From an optimization exercise on the open Yosys and OpenROAD flow, aimed at small area and a short achievable clock period; shortcuts taken in it are not production practice.
Only simulation tests tie the RTL to the original design; equivalence was not proved.
Power is estimated from default activity; no workload was simulated.

[design/flow/flow/run.sh]
#!/bin/bash
# Standard layout, with plain buffers (not delay cells) on the ports, and the
# platform's don't-use list extended by slow wide gates (flow/dont_use.txt).
set -euo pipefail
export BUFFER_PORTS_ARGS="-buffer_cell sky130_fd_sc_hd__buf_2"
bash standard.sh "DONT_USE_CELLS=$(cat flow/dont_use.txt)" finish > standard.log 2>&1
[design/flow/flow/dont_use.txt]
sky130_fd_sc_hd__lpflow_bleeder_1 sky130_fd_sc_hd__lpflow_clkbufkapwr_1 sky130_fd_sc_hd__lpflow_clkbufkapwr_16 sky130_fd_sc_hd__lpflow_clkbufkapwr_2 sky130_fd_sc_hd__lpflow_clkbufkapwr_4 sky130_fd_sc_hd__lpflow_clkbufkapwr_8 sky130_fd_sc_hd__lpflow_clkinvkapwr_1 sky130_fd_sc_hd__lpflow_clkinvkapwr_16 sky130_fd_sc_hd__lpflow_clkinvkapwr_2 sky130_fd_sc_hd__lpflow_clkinvkapwr_4 sky130_fd_sc_hd__lpflow_clkinvkapwr_8 sky130_fd_sc_hd__lpflow_decapkapwr_12 sky130_fd_sc_hd__lpflow_decapkapwr_3 sky130_fd_sc_hd__lpflow_decapkapwr_4 sky130_fd_sc_hd__lpflow_decapkapwr_6 sky130_fd_sc_hd__lpflow_decapkapwr_8 sky130_fd_sc_hd__lpflow_inputiso0n_1 sky130_fd_sc_hd__lpflow_inputiso0p_1 sky130_fd_sc_hd__lpflow_inputiso1n_1 sky130_fd_sc_hd__lpflow_inputiso1p_1 sky130_fd_sc_hd__lpflow_inputisolatch_1 sky130_fd_sc_hd__lpflow_isobufsrc_1 sky130_fd_sc_hd__lpflow_isobufsrc_16 sky130_fd_sc_hd__lpflow_isobufsrc_2 sky130_fd_sc_hd__lpflow_isobufsrc_4 sky130_fd_sc_hd__lpflow_isobufsrc_8 sky130_fd_sc_hd__lpflow_isobufsrckapwr_16 sky130_fd_sc_hd__lpflow_lsbuf_lh_hl_isowell_tap_1 sky130_fd_sc_hd__lpflow_lsbuf_lh_hl_isowell_tap_2 sky130_fd_sc_hd__lpflow_lsbuf_lh_hl_isowell_tap_4 sky130_fd_sc_hd__lpflow_lsbuf_lh_isowell_4 sky130_fd_sc_hd__lpflow_lsbuf_lh_isowell_tap_1 sky130_fd_sc_hd__lpflow_lsbuf_lh_isowell_tap_2 sky130_fd_sc_hd__lpflow_lsbuf_lh_isowell_tap_4 sky130_fd_sc_hd__probe_p_8 sky130_fd_sc_hd__probec_p_8  sky130_fd_sc_hd__or4_* sky130_fd_sc_hd__or4b_* sky130_fd_sc_hd__or4bb_* sky130_fd_sc_hd__or3_* sky130_fd_sc_hd__or3b_* sky130_fd_sc_hd__nor4_* sky130_fd_sc_hd__nor4b_* sky130_fd_sc_hd__nor4bb_* sky130_fd_sc_hd__a2111o_* sky130_fd_sc_hd__a2111oi_* sky130_fd_sc_hd__o2111a_* sky130_fd_sc_hd__o2111ai_* sky130_fd_sc_hd__mux4_*
[design/flow/standard.sh]
#!/bin/bash
# synth_recipe.tcl (not shown) runs the flow's synth.tcl, then flattens the netlist and writes it again
# the make line also repeats each setting of config.mk as NAME=value (left out here)
make -C /OpenROAD-flow-scripts/flow DESIGN_CONFIG=/design/flow/config.mk WORK_HOME=/design/flow/orfs CLKGATE_MAP_FILE= SYNTH_SCRIPT=/design/flow/synth_recipe.tcl "${@:-finish}"
[design/flow/config.mk]
export PLATFORM = sky130hd
export DESIGN_NAME = fpadder
export DESIGN_NICKNAME = fpadder
export VERILOG_FILES = /design/flow/design.v
export SDC_FILE = /design/flow/constraint.sdc
export NUM_CORES = 4
export LEC_CHECK = 0
export CAP_MARGIN = 20
export CORE_MARGIN = 2
export CORE_UTILIZATION = 40
export SETUP_SLACK_MARGIN = 2.0
export SLEW_MARGIN = 20
export TNS_END_PERCENT = 0
[design/flow/constraint.sdc]
create_clock -name core_clock -period 4.0 [get_ports {clk}]
set_input_delay 0.8000 -clock core_clock [delete_from_list [all_inputs] [get_ports {clk}]]
set_output_delay 0.8000 -clock core_clock [all_outputs]
set_load 0.01 [all_outputs]
[design/flow/design.v]
module fpadder(input [15:0] A, input [15:0] B, input clk, input rst, output reg [15:0] C);
wire [4:0] ea = A[14:10], eb = B[14:10];
wire       gte  = ea > eb;
wire       abig = A[14:0] > B[14:0];
wire [4:0] dab = ea - eb;
wire [4:0] dba = eb - ea;
reg        sign1, sub1, abig1;
reg [4:0]  exp1, sh1;
reg [9:0]  ma1, mb1;
always @(posedge clk) begin
	sign1 <= abig ? A[15] : B[15];
	sub1  <= A[15] ^ B[15];
	abig1 <= abig;
	exp1  <= gte ? ea : eb;
	sh1   <= gte ? dab : dba;
	ma1   <= A[9:0];
	mb1   <= B[9:0];
end
wire [9:0]  xm1 = abig1 ? ma1 : mb1;
wire [9:0]  ym1 = abig1 ? mb1 : ma1;
wire [10:0] ys = {1'b1, ym1} >> sh1[3:0];
wire [10:0] yv = sh1[4] ? 11'd0 : ys;
reg        sign2, sub2;
reg [4:0]  exp2;    
reg [9:0]  xm2;
reg [10:0] ym2;
always @(posedge clk) begin
	sign2 <= sign1;
	sub2  <= sub1;
	exp2  <= exp1 + 5'd1;
	xm2   <= xm1;
	ym2   <= yv ^ {11{sub1}};
end
reg        sign3;
reg [4:0]  exp3;    
reg [11:0] s3;
always @(posedge clk) begin
	sign3 <= sign2;
	exp3  <= exp2;
	s3    <= {2'b01, xm2} + {sub2, ym2} + {11'd0, sub2};
end
reg [3:0] k;
always @(*) begin
	casez (s3[11:1])
	11'b1??????????: k = 4'd0;
	11'b01?????????: k = 4'd1;
	11'b001????????: k = 4'd2;
	11'b0001???????: k = 4'd3;
	11'b00001??????: k = 4'd4;
	11'b000001?????: k = 4'd5;
	11'b0000001????: k = 4'd6;
	11'b00000001???: k = 4'd7;
	11'b000000001??: k = 4'd8;
	11'b0000000001?: k = 4'd9;
	11'b00000000001: k = 4'd10;
	default:         k = 4'd1;
	endcase
end
wire [12:0] w = {s3, 1'b0} << k;
wire [4:0]  e = exp3 - {1'b0, k};
wire zero = ~sign3 && exp3 == 5'd1 && s3 == 12'h800;
always @(posedge clk)
	C <= {sign3, e[4:1], e[0] & ~zero, w[11:2]};
endmodule
==> notes.md <==
==> path summary, 6_finish.rpt <==
check                           slack (ns)             from              end  depth (start not counted)
worst max-delay path                  1.77            A[14]    sign1$_DFF_P_                          8
worst min-delay path                  0.33  exp2[4]$_DFF_P_  exp3[4]$_DFF_P_                          0
worst max register to register        1.80   ym2[0]$_DFF_P_   s3[10]$_DFF_P_                         10
worst min register to register        0.33  exp2[4]$_DFF_P_  exp3[4]$_DFF_P_                          0
==> routing by layer <==
metal  share of wire  wire, um  GRT usage
met1            0.44      3880      0.171
met2            0.49      4330      0.253
met3           0.044       392     0.0388
met4           0.032       283     0.0683
met5               0         0          0
==> timing repair <==
item | 4_1_cts | 5_1_grt
pin swaps | 10 | 11
endpoints found under the setup margin | 25 | 32
buffers inserted | 9 | 6
gates cloned | 0 | 0
gates resized for setup | 39 | 35
==> state kept, by name, summed over array words and instances, names as in the netlist <==
name and count:
exp3 5, abig1 1, ym2 11, sign1 1, sub1 1, sh1 5, exp1 5, ma1 10
sub2 1, xm2 10, s3 12, exp2 5, C 16, sign2 1, mb1 10, sign3 1
==> cell type report <==
| type | instances | area [um^2] |
|---|---|---|
| Timing Repair Buffer | 65 | 425 |
| Fill cell | 1064 | 5650 |
| Clock inverter | 6 | 67.6 |
| Inverter | 40 | 176 |
| Multi-Input combinational cell | 326 | 2660 |
| Sequential cell | 95 | 1930 |
| Clock buffer | 10 | 229 |
| Tap cell | 143 | 179 |
==> worst register-to-register path, cell delays in order, from the launching register on <==
cell and delay (ns):
dfxtp_2 0.31, inv_2 0.05, fa_2 0.22, inv_2 0.04, fa_2 0.35, a21o_1 0.18
a211oi_2 0.31, o21ai_2 0.12, a31o_2 0.27, a21oi_2 0.13, xor2_1 0.14
==> stage by stage <==
step | instances | setup WS, ns
floorplan | 474 | 1.61
global placement | 654 | 1.15
detailed placement | 654 | 1.10
CTS | 679 | 1.68
global route | 685 | 1.68
finish | 685 | 1.77
==> power by group through the flow <==
stage          sequential, W  clock, W  combinational [W]
6_report             0.00148  0.000841            0.00151
3_3_place_gp         0.00145         0            0.00134
4_1_cts              0.00145  0.000869            0.00141
5_1_grt              0.00152  0.000915            0.00169
2_1_floorplan        0.00142         0            0.00105
3_5_place_dp         0.00146         0            0.00135
==> layout by cell type (no fill, tap or decap), types with 9 or more instances in the layout <==
cell type	instances
a21oi_1	26
buf_2	42
buf_4	16
clkbuf_16	9
dfxtp_1	84
ha_1	29
inv_1	29
mux2_2	13
mux2i_1	30
nand2_1	33
nor2_1	32
nor3_1	10
o21ai_0	18
xnor2_1	18
xor2_1	12
==> cells by family (layout without fill, tap and decap cells) <==
logic type / after synthesis / after routing
and+or+nand+nor: 111 / 111
AOI/OAI and AO/OA: 98 / 98
DFF: 95 / 95
buffers and inverters: 53 / 121
muxes: 47 / 47
adders and majority gates: 40 / 40
xor gates and xnor gates: 30 / 30
==> flow_summary_export.csv <==
group,metric,value,unit
clock_tree,cts_tree,"done",
finish,final_nets,611,
timing,post-route-period-util,0.557,
logic_synthesis,synth_compound_area_frac,0.144,
logic_synthesis,syn_inst,474,
clock_tree,clockBufferDepth,2,
pwr,power.density,675,mW/mm^2
logic_synthesis,yosys_warnings,1,
logic_synthesis,ys_types,60,
floorplanning,start_util,0.407,
logic_synthesis,synth_common_cells,"dfxtp_1, inv_1, nor2_1",
detailed_routing,drc,0,
pwr,finalPower,0.00383,W
clock_tree,clock-root-buffer,"clkbuf_16",
job,drv_cap,0,
logic_synthesis,yosys-top-cells-area,"dfxtp_1, ha_1, mux2i_1",
detailed_routing,num_vias,3397,
logic_synthesis,synth_seq_cells,95,
finish,syn2layout_area_growth,23.2,%
setup_path,cp_cell_sequence,"buf_2 > ha_4 > nand4_1 > nor3_2 > nand2_1 > a211o_1 > a2bb2oi_4 > mux2_4",
setup_path,worstSetupEndpointType,"flop",
timing,tns,0,ns
pwr,seqPwrFrac,0.387,
setup_path,worst-path-buf-inv,1,
pwr,net-switching-power,0.00137,W
pwr,switching_share,0.357,
global_route,antenna_found_initial,0,
setup_path,slowest_stage,"mux2_4",
logic_synthesis,synth_nets,548,
finish,drive_gt1_frac,0.279,
timing,setup_violations,0,
logic_synthesis,synth_xor_area_frac,0.0570,
detailed_routing,routed_wl,8880,um
floorplanning,die_h,111,um
floorplanning,num_io_pins,50,
timing,slew_viol_final,0,
clock_tree,cts_buffers,9,
clock_tree,cts_sinks,95,
floorplanning,rows,39,
logic_synthesis,async_flop_share,0,
timing,max_freq,0.449,GHz
logic_synthesis,yosysTopAreaCellShare,0.413,
setup_path,start_kind,"primary input",
global_route,grt_pass1_wl,14800,um
setup_path,critical-path-top-delay-family,"simple AND/OR/NAND/NOR gates",
logic_synthesis,ys.flop_type,"dfxtp_1",
floorplanning,die-area,0.0124,mm^2
logic_synthesis,netlist_area,0.00461,mm^2
status,outcome,"complete, no violations",
global_route,grt_pass1_vias,3247,
finish,n_antenna_cell,0,
floorplanning,die_x,111,um
logic_synthesis,synth_top_family_by_area,"compound AO/OA/AOI/OAI gates",
logic_synthesis,synth.most_common_cell,"dfxtp_1",
logic_synthesis,seq_area_frac_synth,0.413,
logic_synthesis,synth_area_per_cell,9.72,um^2
pwr,ir_worst_vdd,0.369,mV
floorplanning,core,0.0113,mm^2
clock_tree,cts_htree_levels,3,
timing,skew,0.00505,ns
finish,finish.utilization,0.501,
detailed_routing,final_antenna_net_count,0,
clock_tree,cts-hold-fix-buffers,0,
timing,worstMarginPinSlew,0.598,ns
global_route,track_usage,0.147,
global_route,grt_overflow,0,
pwr,p_clk_frac,0.220,
finish,postLayoutCellArea,0.00567,mm^2
setup_path,cp.required,4.23,ns
timing,finalWorstPathRequiredPeriod,2.23,ns
min_path,hold_class,"reg2reg",
timing,whs,0.327,ns
place,dp_hpwl,6760,um
timing,relSlewSlack,0.601,
logic_synthesis,yosysTopAreaCell,"dfxtp_1",
logic_synthesis,synthSimpleGateAreaFrac,0.113,
timing,rsz0062_at_grt,"true",
detailed_routing,vias_per_cell,4.96,
detailed_routing,drt_iter0_markers,88,
timing,hold_viol,0,
place,dpl_cell_area,0.00501,mm^2
pwr,combPwrFrac,0.394,
setup_path,cpPeakStageDelay,0.31,ns
detailed_routing,drt_first_pass_iters,6,
clock_tree,clk_pin_slew_worst_paths,0.06,ns
global_route,grt_max_degree,20,
detailed_routing,wl_per_cell,13.0,um
setup_path,crit_fanout,2,
place,portBuffers,48,
setup_path,arrival,2.46,ns
logic_synthesis,synth_edf_count,0,
place,place.gp.congestion,0.889,
pwr,p_leak,2.50,nW
clock_tree,clock_latency,0.34,ns
pwr,p_int,0.00246,W
logic_synthesis,yosys.area_share.adder,0.117,
setup_path,worstSetupPathType,"in2reg",
logic_synthesis,synthMuxAreaShare,0.108,

[afterwards: timing with drivers on the ports]
The flow's constraints put no driver on any port. The routed layout listed below was extracted and timed again, unchanged, in two steps. Step 1, drivers: a clkbuf_16 drives clk and a buf_2 each remaining input, both assumed. Step 2, shift: input delay + t, output delay - t, t = (earliest + latest rising clock arrival at the registers) / 2. This alone moves slack from input paths to output paths. a / b / c = ideal ports / drivers / drivers and shift; a / b = the first two.
t, ns: 0.374
slack for setup (ns): 1.771 / 1.762 / 1.388
worst hold slack (ns): 0.327 / 0.327 / 0.327
worst data-port slew with drivers (ns): 0.06
After both steps setup and hold are still met in this run. For this run, drivers alone change the setup slack by -0.009 ns; drivers and shift together by -0.383 ns.
